Background: an optimization exercise with open tools, aiming at small area and a short achievable clock period. Do not read the settings as production practice. RTL that was checked went through simulation tests only; none was proved equivalent to the original.

==> job 2468 <==
## fp32_adder_tree_8_inputs
module fp32_adder_tree_8_inputs (
    input wire clk,
    input wire rst_n,
    input wire [127:0] dvr_fp32addtree8to1_s0,
    input wire [127:0] dvr_fp32addtree8to1_s1,
    input wire [2:0] cru_fp32addtree8to1,
    output wire [127:0] dr_fp32addtree8to1_d
);
clock: 64.0 ns
lec_check: 0
abc_area: 1
cap_margin: 20
core_margin: 2
core_utilization: 40
slew_margin: 20
standard.sh (not shown) runs the stock make flow with config.mk's settings and CLKGATE_MAP_FILE= SYNTH_SCRIPT=/design/flow/synth_recipe.tcl, a recipe that flattens the netlist after the stock synthesis.
==> flow/flow/run.sh <==
#!/bin/bash
# Layout flow: ORFS, with two changes to its synthesis script and a setup
# margin for timing repair.
#  - synthesis: Yosys's generic synth step runs without its quick ABC pass, so
#    the full adders written in the RTL reach extract_fa as written (no
#    inverters around them); the final ABC mapping uses flow/abc.script.
#  - layout: standard steps; repair_timing aims at SETUP_SLACK_MARGIN; the
#    port buffers are the platform's smallest buffer.
# Each tool's output goes to ORFS's own logs (orfs/logs/...); make's output to flow.log.
set -euo pipefail
HERE=$(pwd)
FL=$HERE/flow
source $FL/params.sh
sed -e 's#^source \$::env(SCRIPTS_DIR)/synth_preamble.tcl#&\nset abc_args [lreplace $abc_args 1 1 '"$FL"'/abc.script]#' \
    -e 's#synth -top \$::env(DESIGN_NAME) -run fine: {\*}\$synth_full_args#& -noabc#' \
    $FLOW_HOME/scripts/synth.tcl > $HERE/my_synth.tcl
grep -q -- '-noabc' $HERE/my_synth.tcl
grep -q 'abc.script\]' $HERE/my_synth.tcl
sed -e "s#source \$::env(SCRIPTS_DIR)/synth.tcl#source $HERE/my_synth.tcl#" synth_recipe.tcl > my_synth_recipe.tcl
grep -q my_synth.tcl my_synth_recipe.tcl
sed -e "s#SYNTH_SCRIPT=[^ ]*#SYNTH_SCRIPT=$HERE/my_synth_recipe.tcl#" standard.sh > my_standard.sh
grep -q my_synth_recipe.tcl my_standard.sh
export SETUP_SLACK_MARGIN=$MARGIN
# every port still gets a buffer, the smallest one
export BUFFER_PORTS_ARGS="${PORTBUF:--buffer_cell sky130_fd_sc_hd__buf_1}"
bash my_standard.sh finish > flow.log 2>&1
==> flow/flow/abc.script <==
strash
dch
map -B 0.9
topo
mfs
strash
dch
map -B 0.9
topo
stime -c
buffer -c
upsize -c
dnsize -c
==> flow/flow/params.sh <==
MARGIN=41

==> inputs of job 760, as changes to job 2468 <==
--- a/flow/design.v
+++ b/flow/design.v
@@ -2090,46 +2090,36 @@
                 .aligned(aligned[32*i +: 32]));
         end
     endgenerate
     wire [35:0] row_a, row_b, sum;
     wallace_tree_8_inputs tree (.data_in(aligned), .sgn(sgn), .row_a(row_a), .row_b(row_b));
-    reg [35:0] row_a_q;
-    reg [35:0] row_b_q;
-    reg [7:0] emax_q;
-    reg nan_q;
-    reg inf_q;
-    reg ninf_q;
-    reg allneg_q;
-    reg valid_q;
-    reg [1:0] seg_q;
-    always @(posedge clk or negedge rst_n) begin
-        if (!rst_n) valid_q <= 1'b0;
-        else valid_q <= cru_fp32addtree8to1[2];
-    end
-    always @(posedge clk) begin
-        row_a_q <= row_a;
-        row_b_q <= row_b;
-        emax_q <= emax;
-        nan_q <= res_nan;
-        inf_q <= res_inf;
-        ninf_q <= ninf;
-        allneg_q <= all_neg;
-        seg_q <= cru_fp32addtree8to1[1:0];
-    end
-    wire [35:0] sum_q;
-    final_adder cpa (.a(row_a_q), .b(row_b_q), .sum(sum_q));
-    wire neg = sum_q[35];
-    wire [34:0] mag = sum_q[34:0] ^ {35{neg}};
+    final_adder cpa (.a(row_a), .b(row_b), .sum(sum));
+    wire neg = sum[35];
+    wire [34:0] mag = sum[34:0] ^ {35{neg}};
     wire zero = ~|mag;
-    wire sign = zero ? allneg_q : neg;
+    wire sign = zero ? all_neg : neg;
     wire [30:0] res;
     wire overflow;
-    fp32_normalizer_rounder nr (.mag(mag), .exp_in(emax_q), .res(res), .overflow(overflow));
+    fp32_normalizer_rounder nr (.mag(mag), .exp_in(emax), .res(res), .overflow(overflow));
     wire [31:0] fp_sum_result;
-    fp32_packer pk (.res_nan(nan_q), .res_inf(inf_q), .inf_sign(ninf_q),
+    fp32_packer pk (.res_nan(res_nan), .res_inf(res_inf), .inf_sign(ninf),
                     .overflow(overflow), .sign(sign), .res(res), .fp_out(fp_sum_result));
+    reg [31:0] sum_qn;
+    reg        valid_q;
+    reg [1:0]  seg_q;
+    always @(posedge clk or negedge rst_n) begin
+        if (!rst_n) begin
+            sum_qn  <= 32'b0;
+            valid_q <= 1'b0;
+            seg_q   <= 2'b0;
+        end else begin
+            sum_qn  <= ~fp_sum_result;
+            valid_q <= cru_fp32addtree8to1[2];
+            seg_q   <= cru_fp32addtree8to1[1:0];
+        end
+    end
     assign dr_fp32addtree8to1_d = {
-        {32{valid_q & (seg_q == 2'b11)}} & fp_sum_result,
-        {32{valid_q & (seg_q == 2'b10)}} & fp_sum_result,
-        {32{valid_q & (seg_q == 2'b01)}} & fp_sum_result,
-        {32{valid_q & (seg_q == 2'b00)}} & fp_sum_result};
+        {32{valid_q & (seg_q == 2'b11)}} & ~sum_qn,
+        {32{valid_q & (seg_q == 2'b10)}} & ~sum_qn,
+        {32{valid_q & (seg_q == 2'b01)}} & ~sum_qn,
+        {32{valid_q & (seg_q == 2'b00)}} & ~sum_qn};
 endmodule
==> flow/flow/abc.script (replaced) <==
strash
dch
map -B 0.9
strash
dch
map -B 0.9
topo
stime -c
buffer -c
upsize -c
dnsize -c
==> flow/flow/params.sh (replaced) <==
MARGIN=35
==> inputs of job 6538, as changes to job 2468 <==
==> flow/flow/params.sh (replaced) <==
MARGIN=42.5

==> qor summary <==
                                                                                                            job 760                  job 2468               job 6538
Result of the run                                                                                    finished clean            finished clean         finished clean
Amount of wire on met2 after detailed routing                                                              60500 µm                  64000 µm               65600 µm
Final estimated routing congestion in global placement                                                         1.03                      1.01                   1.01
Cell occurring most often along the worst timing path                                      sky130_fd_sc_hd__nand2_1     sky130_fd_sc_hd__fa_1  sky130_fd_sc_hd__fa_1
Total of fill cells in the finished design                                                                     8557                      9100                   8974
Number of global-route vias before repair                                                                     33400                     34300                  34500
Grt met3 use                                                                                                  3.54%                     3.27%                  3.80%
Net count of the mapped netlist                                                                                5927                      6195                   6195
# clk buffers                                                                                                     6                         9                      9
Worst Tran Pin Value                                                                                        1.13 ns                   1.08 ns                1.11 ns
Maximum fanout count along the critical path                                                                     30                        14                     28
H-Tree Depth                                                                                                      2                         3                      3
Cell area after placement                                                                                0.0332 mm²                0.0346 mm²             0.0346 mm²
Die area                                                                                                 0.0803 mm²                0.0838 mm²             0.0838 mm²
Seq. cell area                                                                                              876 µm²               0.00173 mm²            0.00173 mm²
Number of flip-flops and latches                                                                                 35                        86                     86
Post-CTS clock slew at the launch and capture registers of the worst setup and hold paths                   0.05 ns                   0.08 ns                0.08 ns
Pre-CTS setup slack                                                                                        32.98 ns                  39.48 ns               39.48 ns
Xor/xnor share of the synthesized area                                                                        9.95%                     7.98%                  7.98%
Worst-path cell with the longest stage delay                                                  sky130_fd_sc_hd__fa_2  sky130_fd_sc_hd__o21ai_0  sky130_fd_sc_hd__fa_1
Number of placed instances, taps included                                                                      6505                      6796                   6796
Count of antenna diodes in the layout                                                                             1                         3                      6
Fraction of layout instances using a drive strength above 1                                                   6.67%                     4.33%                  9.32%
Number of clock sinks seen by CTS                                                                                35                        86                     86

========
==> trial 12: inputs <==
fp32_adder_tree_8_inputs with an RTL version that a note above also has.
clock: 64.0 ns
lec_check: 0
abc_area: 1
cap_margin: 20
core_margin: 2
core_utilization: 40
slew_margin: 20
==> flow/flow/abc.script <==
strash
dch
map -B 0.9
mfs
strash
dch
map -B 0.9
topo
stime -c
buffer -c
upsize -c
dnsize -c
==> flow/flow/params.sh <==
MARGIN=36
export TNS_END_PERCENT=50
Scripts as last shown in full above: flow/flow/run.sh
==> build 8: changes against trial 12 <==
--- a/flow/design.v
+++ b/flow/design.v
@@ -2090,36 +2090,55 @@
                 .aligned(aligned[32*i +: 32]));
         end
     endgenerate
     wire [35:0] row_a, row_b, sum;
     wallace_tree_8_inputs tree (.data_in(aligned), .sgn(sgn), .row_a(row_a), .row_b(row_b));
-    final_adder cpa (.a(row_a), .b(row_b), .sum(sum));
-    wire neg = sum[35];
-    wire [34:0] mag = sum[34:0] ^ {35{neg}};
-    wire zero = ~|mag;
-    wire sign = zero ? all_neg : neg;
-    wire [30:0] res;
-    wire overflow;
-    fp32_normalizer_rounder nr (.mag(mag), .exp_in(emax), .res(res), .overflow(overflow));
-    wire [31:0] fp_sum_result;
-    fp32_packer pk (.res_nan(res_nan), .res_inf(res_inf), .inf_sign(ninf),
-                    .overflow(overflow), .sign(sign), .res(res), .fp_out(fp_sum_result));
-    reg [31:0] sum_qn;
-    reg        valid_q;
-    reg [1:0]  seg_q;
+    reg [35:0] row_a_q;
+    reg [35:0] row_b_q;
+    reg [7:0] emax_q;
+    reg nan_q;
+    reg inf_q;
+    reg ninf_q;
+    reg allneg_q;
+    reg valid_q;
+    reg [1:0] seg_q;
     always @(posedge clk or negedge rst_n) begin
         if (!rst_n) begin
-            sum_qn  <= 32'b0;
-            valid_q <= 1'b0;
-            seg_q   <= 2'b0;
+            row_a_q <= 0;
+            row_b_q <= 0;
+            emax_q <= 0;
+            nan_q <= 0;
+            inf_q <= 0;
+            ninf_q <= 0;
+            allneg_q <= 0;
+            valid_q <= 0;
+            seg_q <= 0;
         end else begin
-            sum_qn  <= ~fp_sum_result;
+            row_a_q <= row_a;
+            row_b_q <= row_b;
+            emax_q <= emax;
+            nan_q <= res_nan;
+            inf_q <= res_inf;
+            ninf_q <= ninf;
+            allneg_q <= all_neg;
             valid_q <= cru_fp32addtree8to1[2];
-            seg_q   <= cru_fp32addtree8to1[1:0];
+            seg_q <= cru_fp32addtree8to1[1:0];
         end
     end
+    wire [35:0] sum_q;
+    final_adder cpa (.a(row_a_q), .b(row_b_q), .sum(sum_q));
+    wire neg = sum_q[35];
+    wire [34:0] mag = sum_q[34:0] ^ {35{neg}};
+    wire zero = ~|mag;
+    wire sign = zero ? allneg_q : neg;
+    wire [30:0] res;
+    wire overflow;
+    fp32_normalizer_rounder nr (.mag(mag), .exp_in(emax_q), .res(res), .overflow(overflow));
+    wire [31:0] fp_sum_result;
+    fp32_packer pk (.res_nan(nan_q), .res_inf(inf_q), .inf_sign(ninf_q),
+                    .overflow(overflow), .sign(sign), .res(res), .fp_out(fp_sum_result));
     assign dr_fp32addtree8to1_d = {
-        {32{valid_q & (seg_q == 2'b11)}} & ~sum_qn,
-        {32{valid_q & (seg_q == 2'b10)}} & ~sum_qn,
-        {32{valid_q & (seg_q == 2'b01)}} & ~sum_qn,
-        {32{valid_q & (seg_q == 2'b00)}} & ~sum_qn};
+        {32{valid_q & (seg_q == 2'b11)}} & fp_sum_result,
+        {32{valid_q & (seg_q == 2'b10)}} & fp_sum_result,
+        {32{valid_q & (seg_q == 2'b01)}} & fp_sum_result,
+        {32{valid_q & (seg_q == 2'b00)}} & fp_sum_result};
 endmodule
==> flow/flow/params.sh (replaced) <==
MARGIN=43

==> summary of the runs <==
Between build 8 and trial 12, the lower cell count is in trial 12 (gap 8.1%, measured against trial 12). Of build 8 and trial 12, build 8 has the higher flip-flop and latch count (gap 51). In trial 12 the global-route usage is higher than in build 8, by 0.53 points. In build 8 the wire length is higher than in trial 12, by about 7%. In trial 12 the synthesized cell count is smaller than in build 8, by 5.4%. Hold slack: trial 12 is better than build 8 (0.30 ns). Between build 8 and trial 12, the lower via count is in trial 12 (gap 8.0%, measured against trial 12).
==> figures <==
item	trial 12	build 8
Outcome	finished clean	finished clean
Clock Sink Count	35	86
Non-clock buffer share of cell area	6.65%	9.42%
Clock buffer cells	6	9
Global routing met2 resource utilization	52.4%	52.4%
WL met2	60700 um	65300 um
Xor and xnor fraction of the mapped netlist area	10.5%	8.07%
Area growth syn-to-layout	11.9%	22.5%
Multiplexer share of the synthesized area	3.69%	2.64%
CP dominant cell by count	nand2_1	fa_2
Largest net degree at the start of global routing	45	72
Buffer and inverter count on the worst path	10	6
Worst-path fanout max	30	8
Sequential cell area share	2.53%	5.33%

========
==> 02-06: inputs <==
Another version of the RTL of fp32_adder_tree_8_inputs (not shown whole).
## fp32_adder_tree_8_inputs
module fp32_adder_tree_8_inputs (
    input wire clk,
    input wire rst_n,
    input wire [127:0] dvr_fp32addtree8to1_s0,
    input wire [127:0] dvr_fp32addtree8to1_s1,
    input wire [2:0] cru_fp32addtree8to1,
    output wire [127:0] dr_fp32addtree8to1_d
);
    genvar i;
    wire [7:0] sgn, hid, inf, nan;
    wire [7:0] ex [0:7];
    wire [22:0] man [0:7];
    generate
        for (i = 0; i < 8; i = i + 1) begin : unpack_gen
            fp32_unpacker u (
                .fp_in({dvr_fp32addtree8to1_s1[16*i +: 16], dvr_fp32addtree8to1_s0[16*i +: 16]}),
                .sign(sgn[i]), .exponent(ex[i]), .hidden(hid[i]), .mantissa(man[i]),
                .is_inf(inf[i]), .is_nan(nan[i]));
        end
    endgenerate
    wire pinf = |(inf & ~sgn);
    wire ninf = |(inf & sgn);
    wire res_nan = (|nan) | (pinf & ninf);
    wire res_inf = pinf | ninf;
    wire all_neg = &sgn;
    function [7:0] max2(input [7:0] a, input [7:0] b);
        reg c;
        integer k;
        begin
            c = 1'b1;
            for (k = 0; k < 8; k = k + 1)
                c = (a[k] & ~b[k]) | ((a[k] | ~b[k]) & c);
            max2 = c ? a : b;
        end
    endfunction
    wire [7:0] m01 = max2(ex[0], ex[1]);
    wire [7:0] m23 = max2(ex[2], ex[3]);
    wire [7:0] m45 = max2(ex[4], ex[5]);
    wire [7:0] m67 = max2(ex[6], ex[7]);
    wire [7:0] m03 = max2(m01, m23);
    wire [7:0] m47 = max2(m45, m67);
    wire [7:0] emax = max2(m03, m47);
    wire [255:0] aligned;
    generate
        for (i = 0; i < 8; i = i + 1) begin : align_gen
            fp32_aligner a (
                .sign(sgn[i]), .hidden(hid[i]), .mantissa(man[i]),
                .diff(emax - ex[i]),
                .aligned(aligned[32*i +: 32]));
        end
    endgenerate
    wire [35:0] row_a, row_b, sum;
    wallace_tree_8_inputs tree (.data_in(aligned), .sgn(sgn), .row_a(row_a), .row_b(row_b));
    final_adder cpa (.a(row_a), .b(row_b), .sum(sum));
    wire neg = sum[35];
    wire [34:0] mag = sum[34:0] ^ {35{neg}};
    wire zero = ~|mag;
    wire sign = zero ? all_neg : neg;
    wire [30:0] res;
    wire overflow;
  ...
==> flow/config.mk <==
export PLATFORM = sky130hd
export DESIGN_NAME = fp32_adder_tree_8_inputs
export DESIGN_NICKNAME = fp32_adder_tree_8_inputs
export VERILOG_FILES = /design/flow/design.v
export SDC_FILE = /design/flow/constraint.sdc
export NUM_CORES = 8
export LEC_CHECK = 0
export ABC_AREA = 1
export CAP_MARGIN = 20
export CORE_MARGIN = 2
export CORE_UTILIZATION = 40
export SLEW_MARGIN = 20
==> flow/constraint.sdc <==
create_clock -name core_clock -period 64.0 [get_ports {clk}]
set_input_delay 12.8000 -clock core_clock [delete_from_list [all_inputs] [get_ports {clk}]]
set_output_delay 12.8000 -clock core_clock [all_outputs]
set_load 0.01 [all_outputs]
==> flow/flow/abc.script <==
strash
dch
map -B 0.9
topo
stime -c
buffer -c
upsize -c
dnsize -c
==> flow/flow/params.sh <==
MARGIN=31
Scripts as last shown in full above: flow/flow/run.sh
==> 02-19 (differences from 02-06) <==
==> flow/flow/abc.script (replaced) <==
&get -n
&st
&dch
&nf
&st
&syn2
&if -g -K 6
&synch2
&nf
&st
&syn2
&if -g -K 6
&synch2
&nf
&st
&syn2
&if -g -K 6
&synch2
&nf
&st
&syn2
&if -g -K 6
&synch2
&nf
&st
&syn2
&if -g -K 6
&synch2
&nf
&put
buffer -c
topo
stime -c
upsize -c
dnsize -c
==> flow/flow/params.sh (replaced) <==
MARGIN=33
==> 07-24 (differences from 02-06) <==
==> flow/flow/params.sh (replaced) <==
MARGIN=35
==> 07-09 (differences from 02-06) <==
==> flow/flow/abc.script (replaced) <==
strash
dch
map -B 0.5
topo
stime -c
buffer -c
upsize -c
dnsize -c
==> flow/flow/params.sh (replaced) <==
MARGIN=33
==> qor summary <==
item                                                                        07-09           02-19           07-24           02-06
Run status                                                         finished clean  finished clean  finished clean  finished clean
Global-route wire length before repair                                     199 mm          206 mm          204 mm          201 mm
Floorplan row count                                                           103             105             104             104
Timing-limited maximum frequency                                       0.0337 GHz      0.0328 GHz      0.0357 GHz      0.0319 GHz
Iter 0 DRT Violations                                                        4012            4029            3667            3481
Number of buffer and inverter stages on the critical path                       8              11               9               8
Mapped Nets                                                                  6077            5130            6089            6089
Final wirelength                                                           134 mm          140 mm          142 mm          136 mm
Count of buffers not belonging to the clock network in the layout             462             523             523             441
Worst slew slack as a fraction of its limit                                 0.284           0.209           0.198           0.241
Inserted tap cell count                                                      1050            1070            1060            1060
Combined global-route utilization of all metal layers                       0.308           0.310           0.318           0.314
Half-perimeter wire length of the detailed placement result                113 mm          116 mm          118 mm          118 mm
Largest net degree at the start of global routing                              49              43              47              47
Fill cell total of the finished layout                                       8785            8623            8822            8944
Area occupied by multi-input gates                                      28000 µm²       31600 µm²       29000 µm²       28200 µm²
Post-synthesis compound-gate area fraction                                  0.180           0.211           0.160           0.160
Count of inverters not on the clock network in the layout                     613             123             646             618
Area share of and/or/nand/nor cells after synthesis                         0.370           0.262           0.366           0.366
No functional check of the RTL was part of any run of this note.

==> afterwards: timing with drivers on the ports <==
Ports are ideal in the flow. The routed layouts listed here were re-timed in OpenROAD. Step 1 sets driving cells, clkbuf_16 on the clock port and buf_2 on the other inputs (assumed; they add their load-dependent delay and slew). Step 2 adds t to the input delays and takes it off the output delays; t is the mean of the earliest and latest rising clock arrival at the registers after step 1. Input paths then give back, and output paths get back, about the clock's delay inside the block. Slacks: ideal ports / drivers / drivers and shift; pairs: ideal ports / drivers.
run | t, ns | setup slack, ns | hold slack, ns | worst setup path at the end | pins driven straight from the clock port
job 2468 | 0.415 | 41.591 / 41.597 / 41.182 | 12.180 / 12.158 / 12.573 | input to register | 1
job 760 | 0.307 | 36.022 / 36.006 / 35.699 | 12.621 / 12.618 / 12.925 | input to register | 1
job 6538 | 0.414 | 42.795 / 42.823 / 42.409 | 12.180 / 12.158 / 12.572 | input to register | 1
trial 12 | 0.314 | 36.854 / 36.806 / 36.492 | 12.613 / 12.605 / 12.919 | input to register | 1
build 8 | 0.419 | 42.995 / 43.025 / 42.605 | 12.313 / 12.291 / 12.710 | input to register | 1
02-06 | 0.321 | 32.689 / 32.707 / 32.386 | 12.614 / 12.606 / 12.927 | input to register | 1
02-19 | 0.303 | 33.515 / 33.522 / 33.219 | 12.600 / 12.600 / 12.903 | input to register | 1
07-24 | 0.325 | 35.974 / 35.973 / 35.648 | 12.612 / 12.601 / 12.926 | input to register | 1
07-09 | 0.308 | 34.284 / 34.293 / 33.985 | 12.617 / 12.637 / 12.945 | input to register | 1
After both steps setup and hold are still met in every run listed. For job 2468, which loses most, drivers alone change the setup slack by +0.006 ns; drivers and shift together by -0.409 ns.
